What follows belongs to an exercise in optimizing a design on an open flow for small area; a production flow would make more cautious choices.
The RTL was checked by simulation tests, not by an equivalence proof against the original design.

$ cat flow/design.v
module debounce(
	input reset, clk, in,
	output reg steady,
	output fall);
reg [7:0] q;    
reg old;
wire same = ~(in ^ old);
wire clr = reset | ~same;
wire term = q[0] & q[2] & ~q[3] & q[5] & ~q[6];
assign fall = same & term & steady & ~old;
always @(posedge clk) begin
	old <= in;
	q <= clr ? 8'd0 : {~q[6], ~q[5], ~q[4], q[3], ~q[2], ~q[1], ~q[0], q[7] ^ q[4]};
	if (reset | (same & term)) steady <= in;
end
endmodule
module select_seg(
	input [10:0] y,
	output neg, lt15, lt25,
	output [3:0] hund, tens, ones);
function automatic ltc(input [10:0] v, input [10:0] k);   
	integer i; reg r;
	begin r = 1'b0; for (i = 0; i < 11; i = i + 1) r = k[i] ? (~v[i] | r) : (~v[i] & r); ltc = r; end
endfunction
assign neg = ltc(y, 11'd504);
assign lt15 = ~neg & ltc(y, 11'd507);
assign lt25 = ~neg & ltc(y, 11'd509);
wire [1:0] l = y[1:0];
wire c = neg & (l[0] | l[1]);            
wire v0 = l[0] ^ neg;                    
wire v1 = l[1] ^ (neg & ~l[0]);          
wire [8:0] k = y[10:2];
wire cv_1;
wire cv_2;
wire cv_3;
wire cv_4;
wire cv_5;
wire cv_6;
wire cv_7;
wire cv_8;
wire cv_9;
wire cv_10;
wire cv_11;
wire cv_12;
wire cv_13;
wire cv_14;
wire cv_15;
wire cv_16;
wire cv_17;
wire cv_18;
wire cv_19;
wire cv_20;
wire cv_21;
wire cv_22;
wire cv_23;
wire cv_24;
wire cv_25;
wire cv_26;
wire cv_27;
wire cv_28;
wire cv_29;
wire cv_30;
assign cv_1 = k[0] ^ k[5] ^ k[7];
assign cv_2 = (k[0] & k[5]) | (k[7] & (k[0] ^ k[5]));
assign cv_3 = k[1] ^ k[5] ^ k[6];
assign cv_4 = (k[1] & k[5]) | (k[6] & (k[1] ^ k[5]));
assign cv_5 = k[2] ^ k[5] ^ k[6];
assign cv_6 = (k[2] & k[5]) | (k[6] & (k[2] ^ k[5]));
assign cv_7 = cv_2 ^ cv_3 ^ k[7];
assign cv_8 = (cv_2 & cv_3) | (k[7] & (cv_2 ^ cv_3));
assign cv_9 = cv_4 ^ cv_5 ^ k[8];
assign cv_10 = (cv_4 & cv_5) | (k[8] & (cv_4 ^ cv_5));
assign cv_11 = cv_6 ^ k[3] ^ k[6];
assign cv_12 = (cv_6 & k[3]) | (k[6] & (cv_6 ^ k[3]));
assign cv_13 = cv_8 ^ cv_9 ^ neg;
assign cv_14 = (cv_8 & cv_9) | (neg & (cv_8 ^ cv_9));
assign cv_15 = cv_14 ^ cv_10 ^ cv_11;
assign cv_16 = (cv_14 & cv_10) | (cv_11 & (cv_14 ^ cv_10));
assign cv_17 = cv_16 ^ cv_12 ^ k[4];
assign cv_18 = (cv_16 & cv_12) | (k[4] & (cv_16 ^ cv_12));
assign cv_19 = cv_1 ^ c;
assign cv_20 = cv_1 & c;
assign cv_21 = cv_7 ^ k[8] ^ cv_20;
assign cv_22 = (cv_7 & k[8]) | (cv_20 & (cv_7 ^ k[8]));
assign cv_23 = cv_13 ^ cv_22;
assign cv_24 = cv_13 & cv_22;
assign cv_25 = cv_15 ^ cv_24;
assign cv_26 = cv_15 & cv_24;
assign cv_27 = cv_17 ^ cv_26;
assign cv_28 = cv_17 & cv_26;
assign cv_29 = cv_18 ^ cv_28;
assign cv_30 = cv_18 & cv_28;
wire [6:0] s = {cv_30, cv_29, cv_27, cv_25, cv_23, cv_21, cv_19};
wire [5:0] pp;   
assign pp[0] = (~s[0] & ~s[2] & ~s[3] & ~s[4] & s[5]) | (s[0] & s[1] & ~s[2] & s[4] & ~s[5]) | (s[0] & ~s[1] & ~s[2] & ~s[3] & s[4]) | (s[0] & s[1] & s[2] & ~s[3] & ~s[4]) | (~s[0] & s[1] & s[2] & ~s[3] & s[4]) | (~s[0] & s[2] & s[3] & ~s[4] & ~s[5]) | (s[0] & ~s[2] & s[3] & s[4] & s[5]) | (~s[0] & ~s[1] & s[6]) | (~s[0] & s[1] & s[2] & s[4] & s[5]) | (~s[0] & s[1] & ~s[2] & ~s[4] & s[5]) | (s[0] & s[1] & s[2] & ~s[4] & s[5]) | (~s[0] & s[2] & ~s[3] & s[4] & s[5]) | (s[0] & s[2] & ~s[3] & ~s[4] & s[5]) | (~s[0] & ~s[1] & s[2] & s[3] & ~s[4]) | (~s[0] & ~s[1] & s[2] & ~s[4] & ~s[5]) | (s[0] & ~s[1] & s[2] & s[3] & s[4] & ~s[5]) | (s[0] & ~s[1] & ~s[2] & s[3] & ~s[4] & ~s[5]) | (~s[0] & ~s[1] & ~s[2] & s[3] & s[4] & ~s[5]) | (~s[0] & s[1] & ~s[2] & ~s[3] & ~s[4] & ~s[6]);
assign pp[1] = (~s[0] & s[1] & ~s[3] & ~s[4] & s[5]) | (s[1] & ~s[2] & s[3] & s[4] & s[5]) | (~s[1] & ~s[2] & ~s[3] & s[4] & s[5]) | (~s[0] & ~s[1] & s[3] & s[4] & ~s[5]) | (s[0] & s[1] & ~s[2] & ~s[3] & ~s[5]) | (~s[0] & ~s[1] & s[6]) | (s[0] & ~s[1] & ~s[2] & ~s[3] & s[5]) | (s[0] & ~s[1] & s[2] & s[3] & ~s[5]) | (s[0] & s[1] & s[3] & s[4] & s[5]) | (s[0] & ~s[1] & ~s[3] & s[4] & s[5]) | (s[1] & s[2] & ~s[3] & ~s[4] & s[5]) | (s[1] & ~s[2] & ~s[3] & s[4] & ~s[5]) | (s[0] & s[1] & ~s[3] & s[4] & ~s[5]) | (~s[0] & s[1] & s[2] & ~s[3] & s[5]) | (~s[1] & ~s[2] & s[3] & ~s[4] & ~s[5]) | (s[0] & s[1] & ~s[2] & s[3] & s[5]) | (~s[0] & ~s[1] & s[2] & ~s[3] & ~s[4] & ~s[5]) | (~s[0] & ~s[1] & s[2] & s[3] & ~s[4] & s[5]) | (~s[0] & s[1] & s[2] & s[3] & ~s[4] & ~s[5]);
assign pp[2] = (s[0] & s[6]) | (s[0] & ~s[1] & ~s[2] & s[3] & s[4] & ~s[5]) | (~s[0] & s[1] & ~s[2] & ~s[3] & s[4] & s[5]) | (s[0] & ~s[1] & s[2] & s[3] & ~s[4] & s[5]) | (~s[0] & ~s[1] & ~s[2] & s[3] & ~s[4] & s[5]) | (s[0] & s[1] & ~s[2] & ~s[3] & ~s[4] & s[5]) | (~s[0] & s[1] & s[2] & s[3] & s[4] & ~s[5]) | (~s[0] & ~s[1] & s[2] & ~s[3] & s[4] & ~s[5]) | (s[0] & s[1] & s[2] & s[3] & ~s[4] & ~s[5]) | (~s[0] & s[1] & ~s[2] & s[3] & ~s[4] & ~s[5]) | (s[0] & ~s[1] & s[2] & ~s[3] & ~s[4] & ~s[5]) | (~s[0] & ~s[1] & s[2] & s[3] & s[4] & s[5]) | (s[0] & s[1] & s[2] & ~s[3] & s[4] & s[5]) | (~s[0] & ~s[1] & ~s[2] & ~s[3] & ~s[4] & ~s[5] & ~s[6]);
assign pp[3] = (s[0] & ~s[2] & ~s[4] & s[5]) | (~s[2] & ~s[3] & s[4] & ~s[5]) | (~s[2] & s[3] & s[4] & s[5]) | (~s[2] & ~s[3] & ~s[4] & s[5]) | (~s[1] & s[2] & s[3] & ~s[4] & s[5]) | (s[1] & s[2] & ~s[3] & ~s[4] & ~s[5]) | (~s[0] & s[1] & ~s[2] & s[3] & ~s[4]) | (~s[1] & ~s[2] & s[3] & ~s[4] & ~s[5]) | (s[1] & s[6]) | (~s[0] & ~s[1] & s[3] & s[4] & s[5]) | (~s[0] & ~s[1] & ~s[3] & s[4] & ~s[5]) | (s[0] & s[1] & s[2] & s[3] & s[4] & ~s[5]);
assign pp[4] = (~s[1] & s[2] & s[3] & ~s[4]) | (~s[2] & ~s[3] & s[4] & ~s[5]) | (~s[2] & s[3] & ~s[4] & s[5]) | (s[2] & ~s[3] & ~s[4] & s[5]) | (s[6]) | (s[2] & s[3] & ~s[4] & ~s[5]) | (s[1] & s[2] & s[3] & s[4] & s[5]) | (s[0] & s[1] & s[3] & ~s[4] & ~s[5]) | (s[0] & ~s[1] & s[2] & s[3] & s[5]) | (~s[0] & ~s[1] & ~s[3] & s[4] & ~s[5]);
assign pp[5] = (~s[0] & ~s[2] & ~s[3] & s[4] & s[5]) | (s[1] & s[2] & s[3] & ~s[4] & s[5]) | (~s[1] & ~s[2] & s[3] & s[4] & ~s[5]) | (s[1] & s[2] & ~s[3] & s[4] & ~s[5]) | (~s[1] & ~s[2] & ~s[3] & s[4] & s[5]) | (s[0] & s[2] & ~s[3] & s[4] & ~s[5]) | (~s[0] & ~s[1] & ~s[2] & ~s[3] & ~s[4] & ~s[5] & ~s[6]);
wire [2:0] p1 = pp[5:3], p0 = pp[2:0];
wire w = p1[0] ^ p0[0] ^ k[0] ^ c;       
assign hund = {w & (p1[2] | (p1[1] & p1[0])), w ? ~(p1[2] | (p1[1] & p1[0])) : p1[2], w ? (p1[1] ^ p1[0]) : p1[1], p1[0] ^ w};
assign tens = {p0, v1};
assign ones = {1'b0, v0, v0 & neg, v0 ^ neg};
endmodule
module sell_machine_2( 
	input clk,
	input in_5j, in_1y, in_5y,
	input in_buy1, in_buy2,
	input reset, in_refund,
	output reg out_less, out_take, out_money,
	output [2:0] which_seg, output [6:0] seg);
reg shop;                  
reg [5:0] c5, c10, c50;    
reg [5:0] m1, m2;          
reg [13:0] tq;             
wire f5, f10, f50;
wire s5, s10, s50;
debounce de1(reset, clk, in_5j, s5, f5);
debounce de2(reset, clk, in_1y, s10, f10);
debounce de3(reset, clk, in_5y, s50, f50);
function automatic [5:0] inc6(input [5:0] v, input en);
	integer i; reg k;
	begin k = en; for (i = 0; i < 6; i = i + 1) begin inc6[i] = v[i] ^ k; k = k & v[i]; end end
endfunction
function automatic [5:0] dec6(input [5:0] v, input en);
	integer i; reg k;
	begin k = en; for (i = 0; i < 6; i = i + 1) begin dec6[i] = v[i] ^ k; k = k & ~v[i]; end end
endfunction
wire cclr = reset | in_refund;
always @(posedge clk) begin
	c5 <= cclr ? 6'd0 : inc6(c5, f5);
	c10 <= cclr ? 6'd0 : inc6(c10, f10);
	c50 <= cclr ? 6'd0 : inc6(c50, f50);
end
wire [10:0] y;
wire ms_1;
wire ms_2;
wire ms_3;
wire ms_4;
wire ms_5;
wire ms_6;
wire ms_7;
wire ms_8;
wire ms_9;
wire ms_10;
wire ms_11;
wire ms_12;
wire ms_13;
wire ms_14;
wire ms_15;
wire ms_16;
wire ms_17;
wire ms_18;
wire ms_19;
wire ms_20;
wire ms_21;
wire ms_22;
wire ms_23;
wire ms_24;
wire ms_25;
wire ms_26;
wire ms_27;
wire ms_28;
wire ms_29;
wire ms_30;
wire ms_31;
wire ms_32;
wire ms_33;
wire ms_34;
wire ms_35;
wire ms_36;
wire ms_37;
wire ms_38;
wire ms_39;
wire ms_40;
wire ms_41;
wire ms_42;
wire ms_43;
wire ms_44;
wire ms_45;
wire ms_46;
wire ms_47;
wire ms_48;
wire ms_49;
wire ms_50;
wire ms_51;
wire ms_52;
wire ms_53;
wire ms_54;
wire ms_55;
wire ms_56;
wire ms_57;
wire ms_58;
wire ms_59;
wire ms_60;
wire ms_61;
wire ms_62;
wire ms_63;
wire ms_64;
wire ms_65;
wire ms_66;
wire ms_67;
wire ms_68;
wire ms_69;
wire ms_70;
wire ms_71;
wire ms_72;
wire ms_73;
wire ms_74;
wire ms_75;
wire ms_76;
wire ms_77;
wire ms_78;
wire ms_79;
wire ms_80;
wire ms_81;
wire ms_82;
wire ms_83;
wire ms_84;
assign ms_1 = c5[0] ^ m1[0] ^ m2[0];
assign ms_2 = (c5[0] & m1[0]) | (m2[0] & (c5[0] ^ m1[0]));
assign ms_3 = c5[1] ^ c10[0] ^ c50[0];
assign ms_4 = (c5[1] & c10[0]) | (c50[0] & (c5[1] ^ c10[0]));
assign ms_5 = m1[1] ^ m1[0] ^ m2[1];
assign ms_6 = (m1[1] & m1[0]) | (m2[1] & (m1[1] ^ m1[0]));
assign ms_7 = c5[2] ^ c10[1] ^ c50[1];
assign ms_8 = (c5[2] & c10[1]) | (c50[1] & (c5[2] ^ c10[1]));
assign ms_9 = m1[2] ^ m1[1] ^ m2[2];
assign ms_10 = (m1[2] & m1[1]) | (m2[2] & (m1[2] ^ m1[1]));
assign ms_11 = c5[3] ^ c10[2] ^ c50[2];
assign ms_12 = (c5[3] & c10[2]) | (c50[2] & (c5[3] ^ c10[2]));
assign ms_13 = c50[0] ^ m1[3] ^ m1[2];
assign ms_14 = (c50[0] & m1[3]) | (m1[2] & (c50[0] ^ m1[3]));
assign ms_15 = c5[4] ^ c10[3] ^ c50[3];
assign ms_16 = (c5[4] & c10[3]) | (c50[3] & (c5[4] ^ c10[3]));
assign ms_17 = c50[1] ^ m1[4] ^ m1[3];
assign ms_18 = (c50[1] & m1[4]) | (m1[3] & (c50[1] ^ m1[4]));
assign ms_19 = c5[5] ^ c10[4] ^ c50[4];
assign ms_20 = (c5[5] & c10[4]) | (c50[4] & (c5[5] ^ c10[4]));
assign ms_21 = c50[2] ^ m1[5] ^ m1[4];
assign ms_22 = (c50[2] & m1[5]) | (m1[4] & (c50[2] ^ m1[5]));
assign ms_23 = c10[5] ^ c50[5] ^ c50[3];
assign ms_24 = (c10[5] & c50[5]) | (c50[3] & (c10[5] ^ c50[5]));
assign ms_25 = ms_2 ^ ms_3 ^ ms_5;
assign ms_26 = (ms_2 & ms_3) | (ms_5 & (ms_2 ^ ms_3));
assign ms_27 = ms_4 ^ ms_6 ^ ms_7;
assign ms_28 = (ms_4 & ms_6) | (ms_7 & (ms_4 ^ ms_6));
assign ms_29 = ms_8 ^ ms_10 ^ ms_11;
assign ms_30 = (ms_8 & ms_10) | (ms_11 & (ms_8 ^ ms_10));
assign ms_31 = ms_13 ^ m2[3] ^ m2[1];
assign ms_32 = (ms_13 & m2[3]) | (m2[1] & (ms_13 ^ m2[3]));
assign ms_33 = ms_12 ^ ms_14 ^ ms_15;
assign ms_34 = (ms_12 & ms_14) | (ms_15 & (ms_12 ^ ms_14));
assign ms_35 = ms_17 ^ m2[4] ^ m2[2];
assign ms_36 = (ms_17 & m2[4]) | (m2[2] & (ms_17 ^ m2[4]));
assign ms_37 = ms_16 ^ ms_18 ^ ms_19;
assign ms_38 = (ms_16 & ms_18) | (ms_19 & (ms_16 ^ ms_18));
assign ms_39 = ms_21 ^ m2[5] ^ m2[3];
assign ms_40 = (ms_21 & m2[5]) | (m2[3] & (ms_21 ^ m2[5]));
assign ms_41 = ms_20 ^ ms_22 ^ ms_23;
assign ms_42 = (ms_20 & ms_22) | (ms_23 & (ms_20 ^ ms_22));
assign ms_43 = ms_24 ^ c50[4] ^ m2[5];
assign ms_44 = (ms_24 & c50[4]) | (m2[5] & (ms_24 ^ c50[4]));
assign ms_45 = ms_26 ^ ms_27 ^ ms_9;
assign ms_46 = (ms_26 & ms_27) | (ms_9 & (ms_26 ^ ms_27));
assign ms_47 = ms_28 ^ ms_29 ^ ms_31;
assign ms_48 = (ms_28 & ms_29) | (ms_31 & (ms_28 ^ ms_29));
assign ms_49 = ms_30 ^ ms_32 ^ ms_33;
assign ms_50 = (ms_30 & ms_32) | (ms_33 & (ms_30 ^ ms_32));
assign ms_51 = ms_34 ^ ms_36 ^ ms_37;
assign ms_52 = (ms_34 & ms_36) | (ms_37 & (ms_34 ^ ms_36));
assign ms_53 = ms_38 ^ ms_40 ^ ms_41;
assign ms_54 = (ms_38 & ms_40) | (ms_41 & (ms_38 ^ ms_40));
assign ms_55 = ms_48 ^ ms_49 ^ ms_35;
assign ms_56 = (ms_48 & ms_49) | (ms_35 & (ms_48 ^ ms_49));
assign ms_57 = ms_50 ^ ms_51 ^ ms_39;
assign ms_58 = (ms_50 & ms_51) | (ms_39 & (ms_50 ^ ms_51));
assign ms_59 = ms_52 ^ ms_53 ^ m1[5];
assign ms_60 = (ms_52 & ms_53) | (m1[5] & (ms_52 ^ ms_53));
assign ms_61 = ms_54 ^ ms_42 ^ ms_43;
assign ms_62 = (ms_54 & ms_42) | (ms_43 & (ms_54 ^ ms_42));
assign ms_63 = ms_58 ^ ms_59 ^ m2[4];
assign ms_64 = (ms_58 & ms_59) | (m2[4] & (ms_58 ^ ms_59));
assign ms_65 = ms_62 ^ ms_44 ^ c50[5];
assign ms_66 = (ms_62 & ms_44) | (c50[5] & (ms_62 ^ ms_44));
assign ms_67 = ms_64 ^ ms_60 ^ ms_61;
assign ms_68 = (ms_64 & ms_60) | (ms_61 & (ms_64 ^ ms_60));
assign ms_69 = ms_45 ^ m2[0];
assign ms_70 = ms_45 & m2[0];
assign ms_71 = ms_46 ^ ms_47 ^ ms_70;
assign ms_72 = (ms_46 & ms_47) | (ms_70 & (ms_46 ^ ms_47));
assign ms_73 = ms_55 ^ ms_72;
assign ms_74 = ms_55 & ms_72;
assign ms_75 = ms_56 ^ ms_57 ^ ms_74;
assign ms_76 = (ms_56 & ms_57) | (ms_74 & (ms_56 ^ ms_57));
assign ms_77 = ms_63 ^ ms_76;
assign ms_78 = ms_63 & ms_76;
assign ms_79 = ms_67 ^ ms_78;
assign ms_80 = ms_67 & ms_78;
assign ms_81 = ms_68 ^ ms_65 ^ ms_80;
assign ms_82 = (ms_68 & ms_65) | (ms_80 & (ms_68 ^ ms_65));
assign ms_83 = ms_66 ^ ms_82;
assign ms_84 = ms_66 & ms_82;
assign y = {ms_84, ms_83, ms_81, ms_79, ms_77, ms_75, ms_73, ms_71, ms_69, ms_25, ms_1};
wire neg, lt15, lt25;
wire [3:0] hund, tens, ones;
select_seg conv(y, neg, lt15, lt25, hund, tens, ones);
wire busy = out_take | out_less | out_money;
wire idle = ~busy & ~shop;
wire done = tq[13] & tq[12] & ~tq[11] & ~tq[10] & ~tq[9] & tq[7] & tq[5] & ~tq[4] & tq[2] & ~tq[1] & ~tq[0];
always @(posedge clk) begin
	tq <= (reset | ~busy | done) ? 14'd0 : {tq[12:0], ~(tq[13] ^ tq[4] ^ tq[1])};
end
wire go1 = idle & in_buy1;
wire go2 = idle & ~in_buy1 & in_buy2;
wire gor = idle & ~in_buy1 & ~in_buy2 & in_refund;
wire ok1 = go1 & ~lt15;
wire ok2 = go2 & ~lt25;
always @(posedge clk) begin
	if (reset) begin
		shop <= 0; out_take <= 0; out_less <= 0; out_money <= 0;
	end else begin
		shop <= ok1 | ok2;
		out_take <= shop | (out_take & ~done);
		out_less <= (go1 & lt15) | (go2 & lt25) | (out_less & ~done);
		out_money <= gor | (out_money & ~done);
	end
	m1 <= (reset | gor) ? 6'h3f : dec6(m1, ok1);
	m2 <= (reset | gor) ? 6'h3f : dec6(m2, ok2);
end
reg [4:0] times;
reg [2:0] wsel;
reg [3:0] dig, shown;
always @(posedge clk) begin
	if (reset) begin
		times <= 0; wsel <= 3'b011; dig <= 0; shown <= 0;
	end else begin
		times <= (times == 5'd30) ? 5'd0 : times + 1'd1;
		case (times)
			5'd0: wsel <= 3'b011;
			5'd10: wsel <= 3'b101;
			5'd20: wsel <= 3'b110;
		endcase
		case (times)
			5'd30: dig <= hund;
			5'd8: dig <= tens;
			5'd17: dig <= ones;
		endcase
		if (times == 5'd1 || times == 5'd11 || times == 5'd21) shown <= dig;
	end
end
assign which_seg = wsel;
wire [6:0] pat;
assign pat[0] = (~shown[0] & ~shown[1] & shown[2]) | (shown[0] & ~shown[1] & ~shown[2] & ~shown[3]);
assign pat[1] = (~shown[0] & shown[1] & shown[2]) | (shown[0] & ~shown[1] & shown[2]);
assign pat[2] = (~shown[0] & shown[1] & ~shown[2]);
assign pat[3] = (~shown[0] & ~shown[1] & shown[2]) | (shown[0] & shown[1] & shown[2]) | (shown[0] & ~shown[1] & ~shown[2] & ~shown[3]);
assign pat[4] = (shown[0]) | (~shown[1] & shown[2]);
assign pat[5] = (shown[1] & ~shown[2]) | (shown[0] & shown[1]) | (shown[0] & ~shown[2] & ~shown[3]);
assign pat[6] = (~shown[1] & ~shown[2] & ~shown[3]) | (shown[0] & shown[1] & shown[2]);
assign seg = pat;
endmodule
$ cat flow/run.sh
#!/bin/bash
# synth_recipe.tcl (not shown) runs the flow's synth.tcl, then flattens the netlist and writes it again
# the make line also repeats each setting of config.mk as NAME=value (left out here)
make -C /OpenROAD-flow-scripts/flow DESIGN_CONFIG=/design/flow/config.mk WORK_HOME=/design/flow/orfs CLKGATE_MAP_FILE= SYNTH_SCRIPT=/design/flow/synth_recipe.tcl finish
$ cat flow/config.mk
export PLATFORM = sky130hd
export DESIGN_NAME = sell_machine_2
export DESIGN_NICKNAME = sell_machine_2
export VERILOG_FILES = /design/flow/design.v
export SDC_FILE = /design/flow/constraint.sdc
export NUM_CORES = 4
export LEC_CHECK = 0
export ABC_AREA = 1
export CAP_MARGIN = 20
export CORE_MARGIN = 2
export CORE_UTILIZATION = 40
export CTS_BUF_LIST = sky130_fd_sc_hd__clkbuf_8
export CTS_CLUSTER_DIAMETER = 200
export CTS_CLUSTER_SIZE = 40
export SLEW_MARGIN = 20
$ cat flow/constraint.sdc
create_clock -name core_clock -period 20.0 [get_ports {clk}]
set_input_delay 4.0000 -clock core_clock [delete_from_list [all_inputs] [get_ports {clk}]]
set_output_delay 4.0000 -clock core_clock [all_outputs]
set_load 0.01 [all_outputs]
==> results of run 1 <==
[metal layers]
metal,share of wire,wire (um),up-vias
li1,-,-,2257
met1,0.43,4720,2084
met2,0.51,5700,69
met3,0.030,334,26
met4,0.029,318,0
met5,0,0,-
[stage by stage]
step	setup slack (ns)	std cells	utilization
final	11.03	930	0.443
after global routing	10.53	930	0.443
after detailed placement	10.99	914	0.430
after CTS	10.99	930	0.443
after floorplan	11.59	724	-
after global placement	11.18	914	0.429
[final cells by class]
type | count | area share
Inverter | 158 | 0.0937
Clock inverter | 7 | 0.0102
Sequential cell | 94 | 0.298
Tap cell | 184 | 0.0359
Multi-Input combinational cell | 458 | 0.511
Timing Repair Buffer | 20 | 0.0312
Clock buffer | 9 | 0.0193
[kinds of logic (layout without fill, tap and decap cells)]
group           after synthesis  after routing
compound gates               63             63
xor+xnor                     13             13
fa+ha+maj                    89             89
buf+inv                     172            194
flops                        94             94
simple gates                293            293
[worst paths after layout]
check / startpoint / end / slack, ns / cells after the start
worst max-delay path: c5[5]$_SDFF_PP0_ / dig[1]$_SDFFE_PP0P_ / 11.03 / 30
worst min-delay path: de1.q[1]$_SDFF_PP0_ / de1.q[2]$_SDFF_PP0_ / 0.39 / 1
worst max register to register: c5[5]$_SDFF_PP0_ / dig[1]$_SDFFE_PP0P_ / 11.03 / 30
worst min register to register: de1.q[1]$_SDFF_PP0_ / de1.q[2]$_SDFF_PP0_ / 0.39 / 1
[layout by cell type (no fill, tap or decap), types with 2 or more instances in the layout]
master and instances:
ha_1 42, nor2_2 5, nor3_1 6, a31oi_1 4, dfxtp_1 91, or2_2 3
clkbuf_8 9, nand2_1 103, nor2_1 107, o31ai_1 2, xor2_1 2, nand3b_1 3
clkinvlp_4 3, a21oi_1 20, o22ai_1 2, a21oi_2 4, nor4_1 3, a211oi_1 4
nand4_1 9, inv_1 146, fa_1 47, inv_8 3, nand3_1 31, nand2_2 10
nor3b_1 3, xnor2_1 11, o21ai_0 23, nand3_2 5, clkdlybuf4s50_1 20, inv_2 10
edfxtp_1 3
[state kept, by name, indices dropped and copies added, names as in the netlist, 3 cells and up]
| name | flops |
|---|---|
| wsel | 3 |
| dig | 4 |
| c5 | 6 |
| de2.q | 8 |
| c10 | 6 |
| de3.q | 8 |
| m1 | 6 |
| tq | 14 |
| c50 | 6 |
| times | 5 |
| shown | 4 |
| m2 | 6 |
| de1.q | 8 |
==> results.cfg, run 1 <==
[sta]
max_freq_ghz = 0.112
relSlewSlack = 0.572
setup_violations = 0
hold_violations = 0
tightest_slew_ns = 0.640
holdWs_ns = 0.388
rsz0062_at_grt = false
final_max_slew_viol_count = 0
period_minus_slack_ns = 8.97
fin_crit_sh = 0.448
fin_tns_setup_ns = 0
skew_ns = 0.00981

[detailed_routing]
avgViaCountPerCell = 4.77
wirelength_um = 11100
drtPass1Iterations = 4
dr.first_iter.drc_count = 217
via_count = 4436
route.detailed.wl_per_inst_um = 11.9
drc = 0
ant_nets = 0

[die]
core-area_um2 = 14500
die_area_um2 = 15700
pin_count = 21
rows = 44
die_w_um = 125
initial_utilization = 0.407
die_h_um = 125

[synth]
syn_area_um2 = 5890
synth_compound_area_frac = 0.0618
synth_xor_area_frac = 0.0193
synth.ff_latch_count = 94
synthSimpleGateAreaFrac = 0.225
synthArstFlopShare = 0
synth.most_common_cell = inv_1
yosys-top-cells-count = inv_1, nor2_1, nand2_1, dfxtp_1, fa_1
yosysTopAreaCell = dfxtp_1
synth_nets = 821
ys_seq_area_frac = 0.325
synth_cell_types = 42
synth_edf_count = 3
synth_top_cell_area_share = 0.309
syn_area_per_cell_um2 = 8.13
synthCells = 724
synthTopCellsByArea = dfxtp_1, fa_1, inv_1
synthMuxAreaShare = 0
yosysWarnings = 3
synthFlopType = dfxtp_1
synth_fa_ha_area_frac = 0.249
synth_top_family_by_area = adder cells

[final_layout]
nets = 838
synthToLayoutAreaGrowth_pct = 8.84
drive_gt1_frac = 0.0818
seq_area_um2 = 1910
multi_input_area_um2 = 3280
design_area_um2 = 6410
diodes = 0
nFillCells = 1453

[global_route]
grt_use_met3 = 0.0385
grt_pass1_vias = 4493
antenna_found_initial = 0
grt-busiest-layer = met2
use_met1 = 0.172
grtUsageTotal = 0.152
globalRoute.totalOverflow = 0
grt_max_degree = 19
grt_pass1_wl_um = 19700
use_met2 = 0.276

[clock_tree]
cts_sinks = 94
cts_made_buffers = 9
path_clk_slew_ns = 0.10
clk_path_buf_depth = 2
cts_resized = 0
tritoncts = done
post_cts_buffers = 0
postCtsHoldBufs = 0
cts_max_level = 3
clkLatencyLatePin_ns = 0.37
cts-root-buf = clkbuf_8

[worst_setup_path]
cp-start-kind = flip-flop
critPathRequiredTime_ns = 20.26
path_class = flip-flop to flip-flop
critical_path.top_delay_family = adder cells
critPathCaptureType = flip-flop
slowest_stage = fa_1
crit_fanout = 11
path_buf_inv = 8
worst_ep_arrival_time_ns = 9.23
slowest_delay_ns = 0.61
critPathMostFrequentCell = fa_1

[run_status]
status = finished clean

[placement]
gp_congestion = 0.885
place_area_um2 = 6220
dp_hpwl_um = 9020
portBuffers = 20

[worst_hold_path]
min_path_type = flip-flop to flip-flop

[job]
max-cap-violations = 0
==> run 2: changes to the inputs <==
--- a/flow/config.mk
+++ b/flow/config.mk
@@ -9,7 +9,4 @@
 export CAP_MARGIN = 20
 export CORE_MARGIN = 2
 export CORE_UTILIZATION = 40
-export CTS_BUF_LIST = sky130_fd_sc_hd__clkbuf_8
-export CTS_CLUSTER_DIAMETER = 200
-export CTS_CLUSTER_SIZE = 40
 export SLEW_MARGIN = 20
==> run 2 against run 1 <==
Against the previous run:
- clock skew is 0.0024 ns lower
- critical path type unchanged
- register-to-register slack hardly changed
- flip-flop and latch count stayed put
- synthesized cell count stayed put
- largest cell class unchanged
- critical path depth stayed put
==> results.cfg, run 2 <==
[final_layout]
diodes = 0
drive_gt1_frac = 0.0818
final_cells = 930
regMostFlops = tq
synthToLayoutAreaGrowth_pct = 10.6
final_cell_mix = inv_1, nor2_1, nand2_1, dfxtp_1, fa_1
largest_reg_flops = 14
final_common_cell = inv_1
design_area_um2 = 6510
nets = 838

[clock_tree]
post_cts_buffers = 0
cts_made_buffers = 9
postCtsHoldBufs = 0
cts-root-buf = clkbuf_16
path_clk_slew_ns = 0.07
cts_sinks = 94
cts_resized = 0
clk_path_buf_depth = 2
tritoncts = done
cts_max_level = 3
clkLatencyLatePin_ns = 0.34

[detailed_routing]
ant_nets = 0
route.detailed.wl_per_inst_um = 11.9
drc = 0
wirelength_um = 11100
drtPass1Iterations = 5
via_count = 4465
dr.first_iter.drc_count = 236
avgViaCountPerCell = 4.80

[worst_setup_path]
r2r_setup_slack_ns = 11.03
path_class = flip-flop to flip-flop
r2r_start = c5[5]$_SDFF_PP0_
slowest_delay_ns = 0.61
r2r_cells = 30
worstSetupStartpoint = c5[5]$_SDFF_PP0_
path_buf_inv = 8
cp-start-kind = flip-flop
critPathMostFrequentCell = fa_1
worst_ep_arrival_time_ns = 9.20
critical_path.top_delay_family = adder cells
critPathRequiredTime_ns = 20.23
cp_num_cells = 30
crit_fanout = 11
slowest_stage = fa_1
critPathCaptureType = flip-flop

[synth]
yosysWarnings = 3
yosysTopAreaCell = dfxtp_1
synthTopCellsByArea = dfxtp_1, fa_1, inv_1
yosys-top-cells-count = inv_1, nor2_1, nand2_1, dfxtp_1, fa_1
synth_nets = 821
ys_seq_area_frac = 0.325
synth_top_cell_area_share = 0.309
synthFlopType = dfxtp_1
synth_edf_count = 3
syn_area_um2 = 5890
syn_area_per_cell_um2 = 8.13
synth.ff_latch_count = 94
synth_cell_types = 42
synthArstFlopShare = 0
synthCells = 724
synth.most_common_cell = inv_1

[die]
core-area_um2 = 14500
die_h_um = 125
rows = 44
die_w_um = 125
initial_utilization = 0.407
die_area_um2 = 15700
pin_count = 21

[placement]
dp.cells = 914
place_area_um2 = 6220
dp_hpwl_um = 9020
gp_congestion = 0.885
portBuffers = 20

[global_route]
antenna_found_initial = 0
grt_pass1_wl_um = 19700
grt_max_degree = 19
grt_pass1_vias = 4499
grtUsageTotal = 0.152
globalRoute.totalOverflow = 0

[sta]
rsz0062_at_grt = false
relSlewSlack = 0.570
setup_violations = 0
final_max_slew_viol_count = 0
fin_crit_sh = 0.449
hold_violations = 0
tightest_slew_ns = 0.643
period_minus_slack_ns = 8.97
skew_ns = 0.00745
fin_tns_setup_ns = 0
max_freq_ghz = 0.111
holdWs_ns = 0.384

[job]
max-cap-violations = 0

[worst_hold_path]
min_path_cells = 1
min-delay-start = de1.q[1]$_SDFF_PP0_
min_path_type = flip-flop to flip-flop

[run_status]
status = finished clean
[run 2: changes by cell type in the layout (fill, tap and decap cells not counted)]
cell	before	now
clkbuf_8	9	0
clkbuf_16	0	9
[run 2: worst register-to-register path, delay by kind of cell, from the launching register on]
kind / cells / cell delay (ns)
buffers and inverters: 8 / 0.61
AO/OA/AOI/OAI: 4 / 0.69
AND/OR/NAND/NOR: 2 / 0.22
adder cells (fa/ha/maj): 16 / 7.02
flip-flops: 1 / 0.34
[run 2: final timing paths]
kind / to
setup / recovery: dig[1]$_SDFFE_PP0P_
hold / removal: de1.q[2]$_SDFF_PP0_
setup reg to reg: dig[1]$_SDFFE_PP0P_
hold reg to reg: de1.q[2]$_SDFF_PP0_
[run 2: layout make-up]
type                            instances  area, um2
Tap cell                              184        230
Multi-Input combinational cell        458       3280
Sequential cell                        94       1910
Fill cell                            1444       7970
Clock inverter                          7       65.1
Timing Repair Buffer                   20        200
Inverter                              158        601
Clock buffer                            9        225
[run 2: cells by family (layout without fill, tap and decap cells)]
logic type | Yosys count | in the layout | share of synthesized area
adders and majority gates | 89 | 89 | 0.249
AOI/OAI and AO/OA | 63 | 63 | 0.0618
xor gates and xnor gates | 13 | 13 | 0.0193
and+or+nand+nor | 293 | 293 | 0.225
buffers and inverters | 172 | 194 | 0.120
DFF | 94 | 94 | 0.325
[run 2: metrics by stage]
stage,setup WS [ns],utilization
after floorplan,11.59,-
after global placement,11.18,0.429
after detailed placement,10.99,0.430
after CTS,11.00,0.450
after global routing,10.54,0.450
final,11.03,0.450
[run 2: routing by layer]
layer	up-vias	wire length, um	track usage
met5	-	0	0
met4	0	323	0.0601
met3	26	359	0.0334
met2	94	5680	0.276
met1	2085	4750	0.173
li1	2260	-	-
==> run 3: changes to the inputs <==
==> flow/flow/run.sh (new file) <==
#!/bin/bash
# Own layout flow: the standard ORFS flow, with an area-oriented ABC mapping script
# (and no pre-mapping ABC pass in Yosys) and a clock tree without dummy loads.
set -euo pipefail
W=$(pwd)
rm -rf "$W/scripts_own"
cp -r "$FLOW_HOME/scripts" "$W/scripts_own"
cp "$W/flow/abc_area.script" "$W/scripts_own/abc_area.script"
export CTS_ARGS="-sink_clustering_enable -repair_clock_nets -dont_use_dummy_load -buf_list sky130_fd_sc_hd__clkbuf_8"
bash standard.sh SCRIPTS_DIR="$W/scripts_own" SYNTH_ARGS=-noabc ABC_AREA=1 finish > "$W/standard_flow.log" 2>&1
==> flow/flow/abc_area.script (new file) <==
strash
dc2
&get -n
&st
&dch -f
&nf -R 1000 -a
&put
topo
==> flow/standard.sh (new file) <==
#!/bin/bash
# synth_recipe.tcl (not shown) runs the flow's synth.tcl, then flattens the netlist and writes it again
# the make line also repeats each setting of config.mk as NAME=value (left out here)
make -C /OpenROAD-flow-scripts/flow DESIGN_CONFIG=/design/flow/config.mk WORK_HOME=/design/flow/orfs CLKGATE_MAP_FILE= SYNTH_SCRIPT=/design/flow/synth_recipe.tcl "${@:-finish}"
removed: flow/run.sh
==> run 3 against run 2 <==
Against the previous run:
- still clean
- via count down 19%
- clock skew up 0.015 ns
- cell area down 12%
- register-to-register slack worse by 0.27 ns
- flip-flop and latch count unchanged
- non-clock buffer count up 1
- highest routed layer unchanged
==> results.cfg, run 3 <==
[detailed_routing]
drtPass1Iterations = 4
ant_nets = 0
route.detailed.wl_per_inst_um = 13.1
wirelength_um = 9360
dr.first_iter.drc_count = 234
drc = 0
via_count = 3618
avgViaCountPerCell = 5.07

[worst_setup_path]
r2r_setup_slack_ns = 10.76
critical_path.top_delay_family = adder cells
worstSetupStartpoint = c50[5]$_SDFF_PP0_
crit_chain = fa_1 -> fa_1 -> fa_1 -> fa_1 -> fa_1 -> fa_1 -> ha_1 -> fa_1 -> fa_1 -> fa_1 -> fa_1 -> fa_1 -> fa_1 -> ha_1 -> ha_1 -> nor2_1 -> o21ai_0 -> nand4_1 -> a21oi_1 -> xnor2_1 -> xnor2_1 -> mux2_1 -> a221oi_1 -> a211oi_1
timing.rr.end = dig[1]$_SDFFE_PP0P_
worst_ep_arrival_time_ns = 9.46
path_class = flip-flop to flip-flop
slowest_stage = fa_1
path_buf_inv = 0
critPathCapture = dig[1]$_SDFFE_PP0P_
r2r_start = c50[5]$_SDFF_PP0_
critPathRequiredTime_ns = 20.22
critPathCaptureType = flip-flop
cp_num_cells = 24
cp-start-kind = flip-flop
r2r_cells = 24
critPathMostFrequentCell = fa_1
crit_fanout = 16
slowest_delay_ns = 0.61

[placement]
portBuffers = 20
pre_cts_ws_ns = 10.80
dp.cells = 704
dp_hpwl_um = 7440
gp_congestion = 0.917

[die]
die_h_um = 117
core-area_um2 = 12600
initial_utilization = 0.410
pin_count = 21
die_w_um = 117
die_area_um2 = 13800
rows = 41

[job]
max-cap-violations = 0

[synth]
synthMuxAreaShare = 0.00802
synth.most_common_cell = dfxtp_1
synthFlopType = dfxtp_1
synthSimpleGateAreaFrac = 0.196
synth_edf_count = 3
synth_compound_area_frac = 0.0870
synth_xor_area_frac = 0.0323
synth_cell_types = 43
synthCells = 511
synth_top_family_by_area = adder cells
synth_fa_ha_area_frac = 0.287
yosys-top-cells-count = dfxtp_1, nor2_1, fa_1, ha_1, nand2_1
ys_seq_area_frac = 0.371
yosysWarnings = 3
synthTopCellsByArea = dfxtp_1, fa_1, ha_1
syn_area_um2 = 5150
synth_top_cell_area_share = 0.354
yosysTopAreaCell = dfxtp_1
synthArstFlopShare = 0
synth_nets = 609
syn_area_per_cell_um2 = 10.1
synth.ff_latch_count = 94

[sta]
fin_tns_setup_ns = 0
rsz0062_at_grt = false
hold_violations = 0
tightest_slew_ns = 0.967
relSlewSlack = 0.353
fin_crit_sh = 0.462
period_minus_slack_ns = 9.24
final_max_slew_viol_count = 0
skew_ns = 0.0226
setup_violations = 0
setup_ws_ns = 10.76
max_freq_ghz = 0.108

[global_route]
grt_pass1_wl_um = 16400
globalRoute.totalOverflow = 0
grt_max_degree = 26
use_met2 = 0.244
grt_use_met3 = 0.0360
grt_pass1_vias = 3592
grtUsageTotal = 0.145
grt-busiest-layer = met2
use_met1 = 0.181
antenna_found_initial = 0

[final_layout]
regMostFlops = tq
largest_reg_flops = 14
final_cells = 713
diodes = 0
synthToLayoutAreaGrowth_pct = 10.7
final_cell_mix = dfxtp_1, nor2_1, fa_1, nand2_1, ha_1
final_common_cell = dfxtp_1
nFillCells = 1212
nets = 641
drive_gt1_frac = 0.0203

[clock_tree]
cts_resized = 0
cts-root-buf = clkbuf_8
post_cts_buffers = 0
cts_max_level = 3
clkLatencyLatePin_ns = 0.35
cts_sinks = 94
cts_made_buffers = 9
clk_path_buf_depth = 2
path_clk_slew_ns = 0.09
postCtsHoldBufs = 0
tritoncts = done

[worst_hold_path]
min_path_cells = 1
min_path_type = flip-flop to flip-flop

[run_status]
status = finished clean
==> run 3: worst min path at each step <==
stage,start,end
after global placement,de1.q[1]$_SDFF_PP0_,de1.q[2]$_SDFF_PP0_
after floorplan,de1.q[1]$_SDFF_PP0_,de1.q[2]$_SDFF_PP0_
after global routing,de1.q[1]$_SDFF_PP0_,de1.q[2]$_SDFF_PP0_
after detailed placement,de1.q[1]$_SDFF_PP0_,de1.q[2]$_SDFF_PP0_
after CTS,de2.q[1]$_SDFF_PP0_,de2.q[2]$_SDFF_PP0_
final,de2.q[1]$_SDFF_PP0_,de2.q[2]$_SDFF_PP0_
==> run 3: cells by family after synthesis <==
logic type / Yosys count
simple gates: 209
flops: 94
fa+ha+maj: 90
compound gates: 71
buf+inv: 24
xor+xnor: 19
mux: 4
==> run 3: layer usage <==
metal | share of wire | vias up
met4 | 0.018 | 0
met1 | 0.46 | 1717
met5 | 0 | -
met3 | 0.037 | 15
li1 | - | 1814
met2 | 0.49 | 72
==> run 3: area by class of cell <==
cell class	instances	area (um2)	share of cell area
flip-flops and latches	94	1910	0.335
repair buffers	21	208	0.0364
clock buffers	9	124	0.0217
inverters	24	90.1	0.0158
multi-input cells	393	3150	0.553
well taps	172	215	0.0378
==> run 3: stage by stage <==
step           hold slack [ns]  cell area [um2]  utilization
2_1_floorplan            0.368             5150            -
3_3_place_gp             0.374             5570        0.443
3_5_place_dp             0.378             5570        0.443
4_1_cts                  0.398             5690        0.453
5_1_grt                  0.406             5700        0.453
6_report                 0.393             5700        0.453
==> run 3: worst reg2reg max path: cells and delay by family, from the launching register on <==
family	cells	cell delay [ns]
XOR/XNOR	2	0.46
AND/OR/NAND/NOR	2	0.60
AO/OA/AOI/OAI	4	0.67
flip-flops	1	0.42
multiplexers	1	0.36
adder cells (fa/ha/maj)	15	6.60

[afterwards: timing with drivers on the ports]
The flow's constraints put no driver on any port. The routed layouts listed below were extracted and timed again, unchanged, in two steps. Step 1: set_driving_cell puts a clkbuf_16 on clk and a buf_2 on each other input, an assumption about the parent block. Step 2 also shifts input and output timing later by t, the mid clock arrival at the registers, as if the neighbouring blocks saw the same clock. a / b / c = no drivers / after step 1 / after step 2; a / b = the first two.
run	t, ns	setup WS [ns]	clock arrival spread, ns	cell pins on the clock port's net
run 1	0.399	11.032 / 11.032 / 11.032	0.010 / 0.010	1
run 2	0.381	11.028 / 11.028 / 11.028	0.007 / 0.008	1
run 3	0.373	10.763 / 10.763 / 10.763	0.024 / 0.025	1
After both steps setup and hold are still met in every run listed.
